What follows belongs to an exercise in optimizing a design on an open flow for small area, a short achievable clock period and few clock cycles per item; a production flow would make more cautious choices. Only simulation tests tie the RTL to the original design; equivalence was not proved. Power and IR drop assume default switching activity.

==> inputs of 04-24 <==
## MDC
module MDC(
    clk, rst_n, in_valid, in_data, in_mode,
    out_valid, out_data
);
input clk, rst_n, in_valid;
input [8:0] in_mode;
input [14:0] in_data;
output out_valid;
output [206:0] out_data;
reg [3:0] cnt;           
reg       last;          
reg       ov;            
reg [1:0] md;            
wire [3:0] msyn;
assign msyn[0] = in_mode[8] ^ in_mode[6] ^ in_mode[4] ^ in_mode[2] ^ in_mode[0];
assign msyn[1] = in_mode[7] ^ in_mode[6] ^ in_mode[3] ^ in_mode[2];
assign msyn[2] = in_mode[5] ^ in_mode[4] ^ in_mode[3] ^ in_mode[2];
assign msyn[3] = in_mode[1] ^ in_mode[0];
wire m_d4 = in_mode[6] ^ (msyn == 4'd3);
wire m_d1 = in_mode[2] ^ (msyn == 4'd7);
always @(posedge clk or negedge rst_n) begin
    if (!rst_n) begin
        cnt  <= 4'd0;
        last <= 1'b0;
        ov   <= 1'b0;
    end else begin
        cnt  <= in_valid ? cnt + 4'd1 : 4'd0;
        last <= in_valid && (cnt == 4'd15);
        ov   <= last;
    end
end
always @(posedge clk) begin
    if (in_valid && cnt == 4'd0) md <= m_d4 ? 2'd2 : (m_d1 ? 2'd1 : 2'd0);
end
wire [14:0] cw = in_data;
reg  [3:0]  syn;
reg  [14:0] fixd;
integer p;
always @(*) begin
    syn = 4'd0;
    for (p = 1; p <= 15; p = p + 1)
        if (cw[15 - p]) syn = syn ^ p[3:0];
    fixd = cw;
    for (p = 1; p <= 15; p = p + 1)
        if (syn == p[3:0]) fixd[15 - p] = ~cw[15 - p];
end
wire [10:0] dec = {fixd[12], fixd[10:8], fixd[6:0]};
wire [15:0] kh = 16'd1 << cnt;
  ...
Settings: LEC_CHECK=0, CAP_MARGIN=20, CORE_MARGIN=2, CORE_UTILIZATION=55, PLACE_DENSITY=0.72, SLEW_MARGIN=20; clock period 22.0 ns.
standard.sh (not shown) runs the stock make flow with config.mk's settings and CLKGATE_MAP_FILE= SYNTH_SCRIPT=/design/flow/synth_recipe.tcl, a recipe that flattens the netlist after the stock synthesis.
==> flow/flow/run.sh <==
#!/bin/bash
# The standard ORFS layout (the standard.sh) with three changes to how it is
# made; the SDC and the clock period are unchanged:
#  - repair_timing is asked to leave 15.75 ns of setup slack at the 22 ns clock,
#    so it works on every path longer than 6.25 ns;
#  - the port buffers that buffer_ports inserts are buf_2 cells instead of the
#    delay cells it picks by default;
#  - the resizer may swap a cell for one with a different footprint.
set -euo pipefail
bash standard.sh SETUP_SLACK_MARGIN=15.75 MATCH_CELL_FOOTPRINT=0 \
  "BUFFER_PORTS_ARGS=-buffer_cell sky130_fd_sc_hd__buf_2" finish > orfs_flow.log 2>&1
==> inputs of 04-18, as changes to 04-24 <==
==> flow/flow/run.sh (replaced) <==
#!/bin/bash
# The standard ORFS layout (the standard.sh) with three changes to how it is
# made; the SDC and the clock period are unchanged:
#  - repair_timing is asked to leave 15.5 ns of setup slack at the 22 ns clock,
#    so it works on every path longer than 6.5 ns;
#  - the port buffers that buffer_ports inserts are buf_4 cells instead of the
#    delay cells it picks by default;
#  - the resizer may swap a cell for one with a different footprint.
set -euo pipefail
bash standard.sh SETUP_SLACK_MARGIN=15.5 MATCH_CELL_FOOTPRINT=0 \
  "BUFFER_PORTS_ARGS=-buffer_cell sky130_fd_sc_hd__buf_4" finish > orfs_flow.log 2>&1
==> summary.txt <==
| metric | 04-18 | 04-24 |
|---|---|---|
| Result of the run | finished clean | finished clean |
| Clock share of power | 29.4% | 28.9% |
| Critical path endpoint category | register | output port |
| Met2 track utilization from global routing | 64.8% | 64.0% |
| Start point of the critical path | c6 | ov |
| Global placer's final weighted congestion | 1.07 | 1.06 |
| Share of final layout cell area taken by clock buffers and inverters | 3.99% | 3.86% |
| Bufs and invs on worst path | 5 | 3 |
| Setup slack after layout | 15.33 ns | 15.61 ns |
| Required time at the worst-slack endpoint | 22.50 ns | 17.60 ns |
| NetSw | 0.00177 W | 0.00179 W |
| Worst setup path endpoint | out_reg[23] | out_data[59] |
| Wire length of the first global-routing pass | 340000 um | 344000 um |
| Slew at the pin with the worst max-slew slack | 1.37 ns | 1.34 ns |
| Global routing usage on met1 | 56.3% | 56.1% |
Testbench counts of 04-24, summed over its fixed seeds: cycles 9,216, items 512.
Testbench counts of 04-18, summed over its fixed seeds: cycles 9,216, items 512.

## re-timing with driven ports
Ports are ideal in the flow. The routed layouts listed here were re-timed in OpenROAD.
Step 1 sets driving cells, clkbuf_16 on the clock port and buf_2 on the other inputs (assumed; they add their load-dependent delay and slew).
Step 2, shift: input delay + t, output delay - t, t = (earliest + latest rising clock arrival at the registers) / 2. This alone moves slack from input paths to output paths.
Slacks: ideal ports / drivers / drivers and shift; pairs: ideal ports / drivers.
run | shift t [ns] | slack for setup (ns) | hold slack, ns | slew at the worst register clock pin (ns) | worst slew at a driven data input, ns
04-24 | 0.724 | 15.614 / 15.536 / 15.154 | 0.315 / 0.315 / 0.315 | 0.07 / 0.07 | 0.08
04-18 | 0.724 | 15.334 / 15.334 / 14.888 | 0.326 / 0.326 / 0.326 | 0.07 / 0.07 | 0.04
After both steps every run listed still meets setup and hold. The setup slack of 04-24, which loses most, moves by -0.078 ns with the drivers and by -0.460 ns with both steps.
